Background: an optimization exercise with open tools, aiming at small area and a short achievable clock period. Do not read the settings as production practice.
The RTL was checked by simulation tests, not by an equivalence proof against the original design.

==> job 4555 <==
==> flow/design.v <==
module akkanat (
    input  wire          clk_i,
    input  wire          rst_i,
    input  wire [31:0]   inst_i,
    input  wire [31:0]   data_mem_rdata_i,
    output wire [31:0]   pc_o,
    output wire [31:0]   data_mem_addr_o,
    output wire [31:0]   data_mem_wdata_o,
    output wire          data_mem_we_o,
    output wire [1023:0] regs_o,
    output wire [1:0]    cur_stage_o
);
    localparam S_F = 2'd0, S_D = 2'd1, S_E = 2'd2, S_W = 2'd3;
    reg  [1:0]  st;
    reg  [3:0]  cnt;
    reg  [31:0] pc;
    reg  [31:0] ir;        
    reg  [31:0] ra;        
    reg  [31:0] rb;        
    reg  [31:0] xq, yq;    
    reg  [31:0] res;       
    reg  [31:0] addr_q;
    reg  [31:0] wd_q;
    reg         we_q;
    reg  [31:0] rf [1:31];
    assign pc_o             = pc;
    assign cur_stage_o      = st;
    assign data_mem_addr_o  = addr_q;
    assign data_mem_wdata_o = wd_q;
    assign data_mem_we_o    = we_q;
    genvar g;
    assign regs_o[31:0] = 32'b0;
    generate
        for (g = 1; g < 32; g = g + 1) begin : dump
            assign regs_o[32*g +: 32] = rf[g];
        end
    endgenerate
    wire is_f = (st == S_F);
    wire is_d = (st == S_D);
    wire is_e = (st == S_E);
    wire is_w = (st == S_W);
    wire [4:0] idx1 = is_f ? inst_i[19:15] : ir[11:7];
    wire [4:0] idx2 = inst_i[24:20];
    reg  [31:0] p1, p2;
    integer k;
    always @(*) begin
        p1 = 32'b0;
        p2 = 32'b0;
        for (k = 1; k < 32; k = k + 1) begin
            p1 = p1 | ({32{idx1 == k}} & rf[k]);
            p2 = p2 | ({32{idx2 == k}} & rf[k]);
        end
    end
    wire [4:0] op = ir[6:2];
    wire [2:0] f3 = ir[14:12];
    wire [4:0] rd = ir[11:7];
    wire o_c    = (op[4:2] == 3'b111);                
    wire o_c2   = o_c & op[1];
    wire o_c1   = o_c & ~op[1];
    wire o_j    = op[4] & op[3] & ~op[2];             
    wire o_jal  = o_j & op[1];
    wire o_jalr = o_j & ~op[1] & op[0];
    wire o_br   = o_j & ~op[1] & ~op[0];
    wire o_lo   = ~op[4];                             
    wire o_u    = o_lo & op[0];                       
    wire o_lui  = o_u & op[3];
    wire o_auipc= o_u & ~op[3];
    wire o_mem  = o_lo & ~op[0] & ~op[2];             
    wire o_ld   = o_mem & ~op[3];
    wire o_st   = o_mem & op[3];
    wire o_alu  = o_lo & ~op[0] & op[2];              
    wire o_opr  = o_alu & op[3];
    wire o_opi  = o_alu & ~op[3];
    wire c_abs  = o_c1 & (f3 == 3'b000);
    wire c_srt  = o_c1 & (f3 == 3'b001);
    wire c_selp = o_c1 & (f3 == 3'b010);
    wire c_avg  = o_c1 & (f3 == 3'b100);
    wire c_movu = o_c1 & (f3 == 3'b101);
    wire c_ldm  = o_c1 & (f3 == 3'b110);
    wire c_srch = o_c1 & (f3 == 3'b111);
    wire c_mac  = o_c2 & f3[0];
    wire c_selc = o_c2 & ~f3[0];
    wire [1:0] s2 = ir[26:25];
    wire [31:0] imm_i = {{20{ir[31]}}, ir[31:20]};
    wire [31:0] imm_s = {{20{ir[31]}}, ir[31:25], ir[11:7]};
    wire [31:0] imm_b = {{19{ir[31]}}, ir[31], ir[7], ir[30:25], ir[11:8], 1'b0};
    wire [31:0] imm_u = {ir[31:12], 12'b0};
    wire [31:0] imm_j = {{11{ir[31]}}, ir[31], ir[19:12], ir[20], ir[30:21], 1'b0};
    wire [31:0] imm_s_in = {{20{inst_i[31]}}, inst_i[31:25], inst_i[11:7]};
    wire use_b = o_opr | o_br | o_c2 | (o_c1 & ~c_avg);
    wire [31:0] op2 = use_b ? rb : (o_st ? imm_s : imm_i);
    wire sub = (o_opr & (f3 == 3'b000) & ir[30]) | ((o_opr | o_opi) & (f3[2:1] == 2'b01))
             | o_br | (o_c & ~c_avg);
    wire [32:0] sum33 = {1'b0, ra} + {1'b0, op2 ^ {32{sub}}} + {32'b0, sub};
    wire [31:0] sum = sum33[31:0];
    wire cout = sum33[32];
    wire ltu = ~cout;
    wire lt  = (ra[31] ^ op2[31]) ? ra[31] : sum[31];
    wire [31:0] xr = ra ^ op2;
    wire eq  = ~|xr;
    wire [4:0] sh = op2[4:0];
    wire [31:0] shl = ra << sh;
    wire [31:0] shr = ($signed({ir[30] & ra[31], ra}) >>> sh);
    reg found;
    integer i;
    always @(*) begin
        found = 1'b0;
        for (i = 0; i <= 24; i = i + 1)
            if (ra[i +: 8] == rb[7:0]) found = 1'b1;
    end
    wire [31:0] absd = cout ? sum : (rb - ra);
    wire [31:0] pc4 = pc + 32'd4;
    wire [31:0] pcadd = pc + (o_jal ? imm_j : (o_u ? imm_u : imm_b));
    reg [31:0] alu;
    always @(*) begin
        alu = sum;
        if (o_alu) begin
            case (f3)
                3'b000: alu = sum;
                3'b001: alu = shl;
                3'b010: alu = {31'b0, lt};
                3'b011: alu = {31'b0, ltu};
                3'b100: alu = xr;
                3'b101: alu = shr;
                3'b110: alu = ra | op2;
                3'b111: alu = ra & op2;
            endcase
        end else if (o_lui) alu = imm_u;
        else if (o_auipc) alu = pcadd;
        else if (o_j) alu = pc4;
        else if (o_c1) begin
            case (f3)
                3'b000: alu = absd;
                3'b010: alu = {16'b0, ir[20] ? ra[31:16] : ra[15:0]};
                3'b100: alu = {sum[31], sum[31:1]};
                3'b101: alu = {20'b0, ir[31:20]};
                3'b111: alu = {31'b0, found};
                default: alu = sum;
            endcase
        end
    end
    reg taken;
    always @(*) begin
        if (o_br) taken = f3[2] ? ~lt : eq;
        else case (s2)
            2'b00: taken = eq;
            2'b01: taken = ~lt;
            2'b10: taken = lt;
            default: taken = 1'b0;
        endcase
    end
    wire [31:0] npc = o_jalr ? sum : ((o_jal | ((o_br | c_selc) & taken)) ? pcadd : pc4);
    wire x_ge_y = (xq >= yq);
    wire [31:0] mxy = x_ge_y ? xq : yq;
    wire [31:0] minab = lt ? ra : rb;
    wire [31:0] maxab = lt ? rb : ra;
    wire [1:0] jj = cnt[3:2];
    wire [1:0] kk = (cnt[1:0] == 2'b11) ? jj + 2'd1 : jj;
    wire [31:0] madd = ((cnt[1:0] == 2'b00) ? rb : ra) + {26'b0, kk, 2'b00};
    wire e_last = c_srt ? (cnt[0]) :
                  c_ldm ? (cnt[1]) :
                  c_mac ? ((cnt[1:0] == 2'b11) & (cnt[3:2] == s2)) : 1'b1;
    wire wr_en = ~(o_st | o_br | o_c2 | c_srt) & (rd != 5'd0);
    wire [31:0] wdata_rf = c_ldm ? mxy : res;
    always @(posedge clk_i or posedge rst_i) begin
        if (rst_i) begin
            st   <= S_F;
            pc   <= 32'b0;
            we_q <= 1'b0;
        end else begin
            case (st)
                S_F: begin st <= S_D; we_q <= 1'b0; end
                S_D: begin
                    st <= S_E;
                    we_q <= c_srt;
                end
                S_E: begin
                    if (e_last) st <= S_W;
                    we_q <= o_st | (c_srt & ~cnt[0]) | (c_mac & (cnt[1:0] == 2'b10));
                end
                default: begin
                    st <= S_F;
                    we_q <= 1'b0;
                    pc <= npc;
                end
            endcase
        end
    end
    integer r;
    always @(posedge clk_i or posedge rst_i) begin
        if (rst_i) begin
            for (r = 1; r < 32; r = r + 1) rf[r] <= 32'b0;
        end else if (is_w & wr_en) begin
            rf[rd] <= wdata_rf;
        end
    end
    always @(posedge clk_i) begin
        ir <= inst_i;
        rb <= p2;
        if (is_f) ra <= p1;
        cnt <= is_e ? cnt + 4'd1 : 4'd0;
        if (is_f) addr_q <= imm_s_in;
        else if (is_d) begin
            if (c_srt) addr_q <= p1;
            else if (o_mem) addr_q <= sum;
            else addr_q <= ra;                 
        end else if (is_e) begin
            if (o_st) addr_q <= sum;
            else if (c_srt) addr_q <= addr_q + 32'd4;
            else if (c_ldm) addr_q <= cnt[0] ? p1 : rb;
            else if (c_mac) begin
                if (cnt[1:0] == 2'b01) addr_q <= imm_s;
                else if (cnt[1:0] != 2'b10) addr_q <= madd;
            end
        end
        if (is_d) begin
            if (c_srt) wd_q <= minab;
            else wd_q <= data_mem_rdata_i;     
        end else if (is_e) begin
            if (o_st) wd_q <= rb;
            else if (c_srt) wd_q <= maxab;
            else if (c_mac & (cnt[1:0] == 2'b10)) wd_q <= wd_q + xq * yq;
        end
        if (is_e) begin
            if (c_mac) begin
                if (cnt[1:0] == 2'b00) xq <= data_mem_rdata_i;
                if (cnt[1:0] == 2'b01) yq <= data_mem_rdata_i;
            end else begin
                case (cnt[1:0])
                    2'b00: xq <= data_mem_rdata_i;
                    2'b01: yq <= data_mem_rdata_i;
                    default: begin xq <= mxy; yq <= data_mem_rdata_i; end
                endcase
            end
        end
        if (is_e) res <= o_ld ? data_mem_rdata_i : alu;
    end
endmodule
==> flow/run.sh <==
#!/bin/bash
# synth_recipe.tcl (not shown) runs the flow's synth.tcl, then flattens the netlist and writes it again
# the make line also repeats each setting of config.mk as NAME=value (left out here)
make -C /OpenROAD-flow-scripts/flow DESIGN_CONFIG=/design/flow/config.mk WORK_HOME=/design/flow/orfs CLKGATE_MAP_FILE= SYNTH_SCRIPT=/design/flow/synth_recipe.tcl finish
==> flow/config.mk <==
export PLATFORM = sky130hd
export DESIGN_NAME = akkanat
export DESIGN_NICKNAME = akkanat
export VERILOG_FILES = /design/flow/design.v
export SDC_FILE = /design/flow/constraint.sdc
export NUM_CORES = 8
export LEC_CHECK = 0
export CAP_MARGIN = 20
export CORE_MARGIN = 2
export CORE_UTILIZATION = 25
export PLACE_DENSITY = 0.3
export SETUP_SLACK_MARGIN = 0.6
export SLEW_MARGIN = 20
==> flow/constraint.sdc <==
create_clock -name core_clock -period 12.5 [get_ports {clk_i}]
set_input_delay 2.5000 -clock core_clock [delete_from_list [all_inputs] [get_ports {clk_i}]]
set_output_delay 2.5000 -clock core_clock [all_outputs]
set_load 0.01 [all_outputs]
==> job 9616: changes against job 4555 <==
==> flow/flow/run.sh (new file) <==
#!/bin/bash
# Standard ORFS layout (the standard.sh) with two changes:
#  - setup repair aims for a larger slack margin, so that the resizer works on paths
#    well below the clock period (the clock period and constraints are unchanged);
#  - port buffers use buf_1 instead of the default choice.
set -uo pipefail
MARGIN=$(cat flow/margin.txt 2>/dev/null || echo 6)
bash standard.sh SETUP_SLACK_MARGIN=$MARGIN \
  "BUFFER_PORTS_ARGS=-buffer_cell sky130_fd_sc_hd__buf_1" finish > standard.log 2>&1
==> flow/flow/margin.txt (new file) <==
7
==> flow/standard.sh (new file) <==
#!/bin/bash
# synth_recipe.tcl (not shown) runs the flow's synth.tcl, then flattens the netlist and writes it again
# the make line also repeats each setting of config.mk as NAME=value (left out here)
make -C /OpenROAD-flow-scripts/flow DESIGN_CONFIG=/design/flow/config.mk WORK_HOME=/design/flow/orfs CLKGATE_MAP_FILE= SYNTH_SCRIPT=/design/flow/synth_recipe.tcl "${@:-finish}"
- SETUP_SLACK_MARGIN: 0.6 -> unset
removed: flow/run.sh
==> summary of the runs <==
Against job 4555, the first-iteration DRC count of job 9616 is smaller by about 2.5%.
Against job 9616, the global-route usage of job 4555 is lower by 0.52 points.
Between job 4555 and job 9616, the lower clock-buffer cell count is in job 4555 (gap 2).
Area after synthesis is the same in job 9616 and job 4555.
Critical path depth: job 4555 is lower than job 9616 (5).
==> figures <==
quantity	job 4555	job 9616
Via-to-Cell Ratio	6.13	6.08
R2R cell count	20	25
Setup repair after global routing missed its margin	false	true
Worst-Margin Slew	1.33 ns	1.32 ns
Clk cell area share	4.73%	4.92%
Final-layout fill cell count	40103	40363
Setup slack of the most critical reg-to-reg path	3.38 ns	5.03 ns
Outcome	complete, no violations	complete, no violations
Number of buffers created by CTS	174	178
Syn-to-layout area delta	25.7%	28.3%
First element of the critical path	ir[14]	yq[4]

---

==> inputs of v36 <==
Another version of the RTL of akkanat (not shown whole).
==> flow/config.mk <==
export PLATFORM = sky130hd
export DESIGN_NAME = akkanat
export DESIGN_NICKNAME = akkanat
export VERILOG_FILES = /design/flow/design.v
export SDC_FILE = /design/flow/constraint.sdc
export NUM_CORES = 8
export LEC_CHECK = 0
export CAP_MARGIN = 20
export CORE_MARGIN = 2
export CORE_UTILIZATION = 50
export CTS_BUF_LIST = sky130_fd_sc_hd__clkbuf_4 sky130_fd_sc_hd__clkbuf_8
export PLACE_DENSITY = 0.6
export SLEW_MARGIN = 20
export SYNTH_HIERARCHICAL = 1
==> flow/constraint.sdc <==
create_clock -name core_clock -period 12.5 [get_ports {clk_i}]
set_input_delay 2.5000 -clock core_clock [delete_from_list [all_inputs] [get_ports {clk_i}]]
set_output_delay 2.5000 -clock core_clock [all_outputs]
set_load 0.01 [all_outputs]
standard.sh (not shown) runs the stock make flow with config.mk's settings and CLKGATE_MAP_FILE= SYNTH_SCRIPT=/design/flow/synth_recipe.tcl, a recipe that flattens the netlist after the stock synthesis.
==> flow/flow/run.sh <==
#!/bin/bash
# The standard layout (standard.sh: ORFS with the standard flow's config and synthesis), with
# three repair settings changed; the clock period and constraints are untouched:
#  - setup repair aims for a slack margin of MARGIN ns (flow/margin.txt), so that the
#    resizer also works on paths well inside the clock period;
#  - the resizer may swap cells of different footprints (MATCH_CELL_FOOTPRINT=0);
#  - port buffers are buf_1 cells.
# Every tool's output goes to ORFS's own logs under orfs/logs; make's output to standard.log.
set -uo pipefail
MARGIN=$(cat flow/margin.txt 2>/dev/null || echo 8)
bash standard.sh SETUP_SLACK_MARGIN=$MARGIN MATCH_CELL_FOOTPRINT=0 \
  "BUFFER_PORTS_ARGS=-buffer_cell sky130_fd_sc_hd__buf_1" finish > standard.log 2>&1
==> flow/flow/margin.txt <==
8
==> v38 (differences from v36) <==
--- a/flow/design.v
+++ b/flow/design.v
@@ -80,14 +80,20 @@
     wire i_srt  = i_c1 & (if3 == 3'b001);
     wire i_avg  = i_c1 & (if3 == 3'b100);
     wire i_ldm  = i_c1 & (if3 == 3'b110);
     wire i_mac  = i_c2 & if3[0];
     wire i_selc = i_c2 & ~if3[0];
     wire i_bra  = i_br | i_selc;
+    wire i_useb = i_opr | i_bra | (i_c1 & ~i_avg);
+    wire i_sub  = (i_opr & (if3 == 3'b000) & inst_i[30]) | (i_alu & (if3[2:1] == 2'b01))
+                | i_bra | (i_c1 & ~i_avg);
+    wire [31:0] imm_i_in = {{20{inst_i[31]}}, inst_i[31:20]};
+    wire [31:0] imm_s_in = {{20{inst_i[31]}}, inst_i[31:25], inst_i[11:7]};
     reg d_jal, d_jalr, d_bra, d_br, d_st, d_ld, d_mem, d_abs, d_srt, d_ldm, d_mac;
-    reg d_useb, d_sub, d_wr, d_auipc;
+    reg d_sub, d_wr, d_auipc;
+    reg [31:0] opx;
     reg r_sum, r_sh, r_slt, r_sltu, r_log, r_imu, r_pc, r_absd, r_selp, r_avg, r_movu, r_srch;
     always @(posedge clk_i) begin
         d_jal  <= i_jal;
         d_jalr <= i_jalr;
         d_bra  <= i_bra;
         d_br   <= i_br;
@@ -96,15 +102,14 @@
         d_mem  <= i_mem;
         d_abs  <= i_abs;
         d_srt  <= i_srt;
         d_ldm  <= i_ldm;
         d_mac  <= i_mac;
         d_auipc<= i_auipc;
-        d_useb <= i_opr | i_bra | (i_c1 & ~i_avg);
-        d_sub  <= (i_opr & (if3 == 3'b000) & inst_i[30]) | (i_alu & (if3[2:1] == 2'b01))
-                | i_bra | (i_c1 & ~i_avg);
+        d_sub  <= i_sub;
+        opx    <= (i_useb ? p2 : (i_st ? imm_s_in : imm_i_in)) ^ {32{i_sub}};
         d_wr   <= ~(i_st | i_br | i_c2 | i_srt) & (inst_i[11:7] != 5'd0);
         r_sum  <= (i_alu & (if3 == 3'b000));
         r_sh   <= (i_alu & (if3[1:0] == 2'b01));
         r_slt  <= (i_alu & (if3 == 3'b010));
         r_sltu <= (i_alu & (if3 == 3'b011));
         r_log  <= (i_alu & if3[2] & (if3 != 3'b101));
@@ -121,36 +126,34 @@
     wire [1:0] s2 = ir[26:25];
     wire [31:0] imm_i = {{20{ir[31]}}, ir[31:20]};
     wire [31:0] imm_s = {{20{ir[31]}}, ir[31:25], ir[11:7]};
     wire [31:0] imm_b = {{19{ir[31]}}, ir[31], ir[7], ir[30:25], ir[11:8], 1'b0};
     wire [31:0] imm_u = {ir[31:12], 12'b0};
     wire [31:0] imm_j = {{11{ir[31]}}, ir[31], ir[19:12], ir[20], ir[30:21], 1'b0};
-    wire [31:0] imm_s_in = {{20{inst_i[31]}}, inst_i[31:25], inst_i[11:7]};
-    wire [31:0] op2 = d_useb ? rb : (d_st ? imm_s : imm_i);
     wire cin = d_sub & ~(d_abs & is_d);
-    wire [32:0] sum33 = {1'b0, ra} + {1'b0, op2 ^ {32{d_sub}}} + {32'b0, cin};
-    wire [31:0] sum = sum33[31:0];
-    wire cout = sum33[32];                            
-    wire lt  = (ra[31] ^ op2[31]) ? ra[31] : sum[31];
-    wire [31:0] xr = ra ^ op2;
-    wire eq  = ~|xr;
+    wire [31:0] sum;
+    wire cout;                                        
+    m_add33 u_add (.a(ra), .b(opx), .cin(cin), .s(sum), .co(cout));
+    wire lt  = (ra[31] == opx[31]) ? ra[31] : sum[31];    
+    wire [31:0] xr = ra ^ opx;
+    wire eq  = &xr;                                   
     wire [31:0] sh_r, sh_l;
-    m_shift u_sh (.a(ra), .sh(op2[4:0]), .left(~f3[2]), .arith(ir[30]), .o(sh_r), .ol(sh_l));
+    m_shift u_sh (.a(ra), .sh(opx[4:0]), .left(~f3[2]), .arith(ir[30]), .o(sh_r), .ol(sh_l));
     wire [31:0] sh_out = f3[2] ? sh_r : sh_l;
     wire [19:0] win = is_d ? ra[19:0] : ra[31:12];
     reg fnd;
     integer i;
     always @(*) begin
         fnd = 1'b0;
         for (i = 0; i <= 12; i = i + 1)
             if (win[i +: 8] == rb[7:0]) fnd = 1'b1;
     end
     wire [31:0] pcimm = is_w ? (d_jal ? imm_j : 32'd4)
                              : (d_auipc ? imm_u : (d_bra ? imm_b : 32'd4));
     wire [31:0] pcadd = pc + pcimm;
-    wire [31:0] logic_out = (f3[1:0] == 2'b00) ? xr : ((f3[1:0] == 2'b10) ? (ra | op2) : (ra & op2));
+    wire [31:0] logic_out = (f3[1:0] == 2'b00) ? xr : ((f3[1:0] == 2'b10) ? (ra | opx) : (ra & opx));
     wire [31:0] alu =
           ({32{r_sum}}  & sum)
         | ({32{r_sh}}   & sh_out)
         | ({32{r_slt}}  & {31'b0, lt})
         | ({32{r_sltu}} & {31'b0, ~cout})
         | ({32{r_log}}  & logic_out)
@@ -695,25 +698,33 @@
   assign m1 = (q == 4'b0001) | (q == 4'b0010) | (q == 4'b1101) | (q == 4'b1110);
   assign m2 = (q == 4'b0011) | (q == 4'b0100) | (q == 4'b1011) | (q == 4'b1100);
   assign m3 = (q == 4'b0101) | (q == 4'b0110) | (q == 4'b1001) | (q == 4'b1010);
   assign m4 = (q == 4'b0111) | (q == 4'b1000);
 endmodule
 module m_ppb(input m1, input m2, input m3, input m4, input neg, input x0, input x1, input x3, input x2, output p);
-  assign p = ((m1 & x0) | (m2 & x1) | (m3 & x3) | (m4 & x2)) ^ neg;
+  wire t;
+  m_ao4 u_s (.s0(m1), .d0(x0), .s1(m2), .d1(x1), .s2(m3), .d2(x3), .s3(m4), .d3(x2), .y(t));
+  m_xor2 u_x (.a(t), .b(neg), .y(p));
+endmodule
+module m_xor2(input a, input b, output y);
+  assign y = a ^ b;
+endmodule
+module m_add33(input [31:0] a, input [31:0] b, input cin, output [31:0] s, output co);
+  assign {co, s} = {1'b0, a} + {1'b0, b} + {32'b0, cin};
 endmodule
 module m_add32(input [31:0] a, input [31:0] b, output [31:0] s);
   assign s = a + b;
 endmodule
 module dec5(input [4:0] a, output [31:0] y);
   genvar i;
   generate for (i = 0; i < 32; i = i + 1) begin : o
     assign y[i] = (a == i);
   end endgenerate
 endmodule
-module m_aoi22(input a1, input a2, input b1, input b2, output y);
-  assign y = ~((a1 & a2) | (b1 & b2));
+module m_ao4(input s0, input d0, input s1, input d1, input s2, input d2, input s3, input d3, output y);
+  assign y = (s0 & d0) | (s1 & d1) | (s2 & d2) | (s3 & d3);
 endmodule
 module m_nand2(input a, input b, output y);
   assign y = ~(a & b);
 endmodule
 module m_nor2(input a, input b, output y);
   assign y = ~(a | b);
@@ -721,25 +732,19 @@
 module m_inv(input a, output y);
   assign y = ~a;
 endmodule
 module rdport(input [31:0] sel, input [1023:0] rf, output [31:0] p);
   genvar b, j;
   generate for (b = 0; b < 32; b = b + 1) begin : bt
-    wire [15:0] t;    
-    wire [7:0]  u;    
-    wire [3:0]  v;    
-    wire [1:0]  w;    
-    wire        x;    
-    for (j = 0; j < 16; j = j + 1) begin : pr
-      if (j == 0)
-        m_nand2 a (.a(sel[1]), .b(rf[32+b]), .y(t[0]));
-      else
-        m_aoi22 a (.a1(sel[2*j]), .a2(rf[32*(2*j)+b]), .b1(sel[2*j+1]), .b2(rf[32*(2*j+1)+b]), .y(t[j]));
-    end
-    for (j = 0; j < 8; j = j + 1) begin : l1
-      m_nand2 n (.a(t[2*j]), .b(t[2*j+1]), .y(u[j]));
+    wire [7:0] u;    
+    wire [3:0] v;    
+    wire [1:0] w;    
+    wire       x;    
+    for (j = 0; j < 8; j = j + 1) begin : q
+      m_ao4 a (.s0(sel[4*j]),   .d0(rf[32*(4*j)+b]),   .s1(sel[4*j+1]), .d1(rf[32*(4*j+1)+b]),
+               .s2(sel[4*j+2]), .d2(rf[32*(4*j+2)+b]), .s3(sel[4*j+3]), .d3(rf[32*(4*j+3)+b]), .y(u[j]));
     end
     for (j = 0; j < 4; j = j + 1) begin : l2
       m_nor2 n (.a(u[2*j]), .b(u[2*j+1]), .y(v[j]));
     end
     for (j = 0; j < 2; j = j + 1) begin : l3
       m_nand2 n (.a(v[2*j]), .b(v[2*j+1]), .y(w[j]));
==> comparison table <==
item	v36	v38
Non-clock inverter total of the final layout	231	233
Synth Cell Area	97,920 sq um	93,140 sq um
Origin of the critical flop-to-flop path	ir[31]	st[1]
Postcts setup bufs	132	118
Portion of the layout cell area used by clock cells	5.060%	5.231%
Sequential cells	1,474	1,505
Avg Vias per Cell	6.934	7.135
Met2 track demand over resource in global routing	77.01%	79.36%
Area post-placement	106,400 sq um	101,300 sq um
Total placed cells including tap cells	14,000	14,100
Net count, final	12,400	12,670
Met3 Routed Length	83,640 um	96,300 um
Critical R2R Capture	wd_q[14]	wd_q[12]
Setup slack on the worst flop-to-flop path	7940 ps	7710 ps
Initial standard-cell utilization of the core	50.27%	50.28%
Cts bufs inserted	291	290
Outcome	timing/DRC/antenna clean	timing/DRC/antenna clean
Slowest Stage Delay on Critical Path	340 ps	310 ps
Vias after detailed routing	102,400	106,400
Critical Path Source	inst_i[16]	inst_i[15]

-- port drivers added, routing unchanged --
Ports are ideal in the flow. The routed layouts listed here were re-timed in OpenROAD. Step 1, drivers: a clkbuf_16 drives clk_i and a buf_2 each remaining input, both assumed. Step 2 adds t to the input delays and takes it off the output delays; t is the mean of the earliest and latest rising clock arrival at the registers after step 1. Input paths then give back, and output paths get back, about the clock's delay inside the block. Three values: no drivers, after step 1, after step 2; two values: the first two.
run	shift t [ns]	setup WS [ns]	clock arrival spread, ns	worst slew at a driven data input, ns
job 4555	1.028	3.384 / 3.384 / 3.384	0.101 / 0.101	0.29
job 9616	1.032	5.030 / 5.030 / 5.030	0.138 / 0.138	0.26
v36	1.201	7.887 / 7.835 / 6.736	0.120 / 0.120	0.32
v38	1.198	7.711 / 7.664 / 6.466	0.128 / 0.129	0.28
After both steps every run listed still meets setup and hold. The setup slack of v38, which loses most, moves by -0.047 ns with the drivers and by -1.245 ns with both steps.
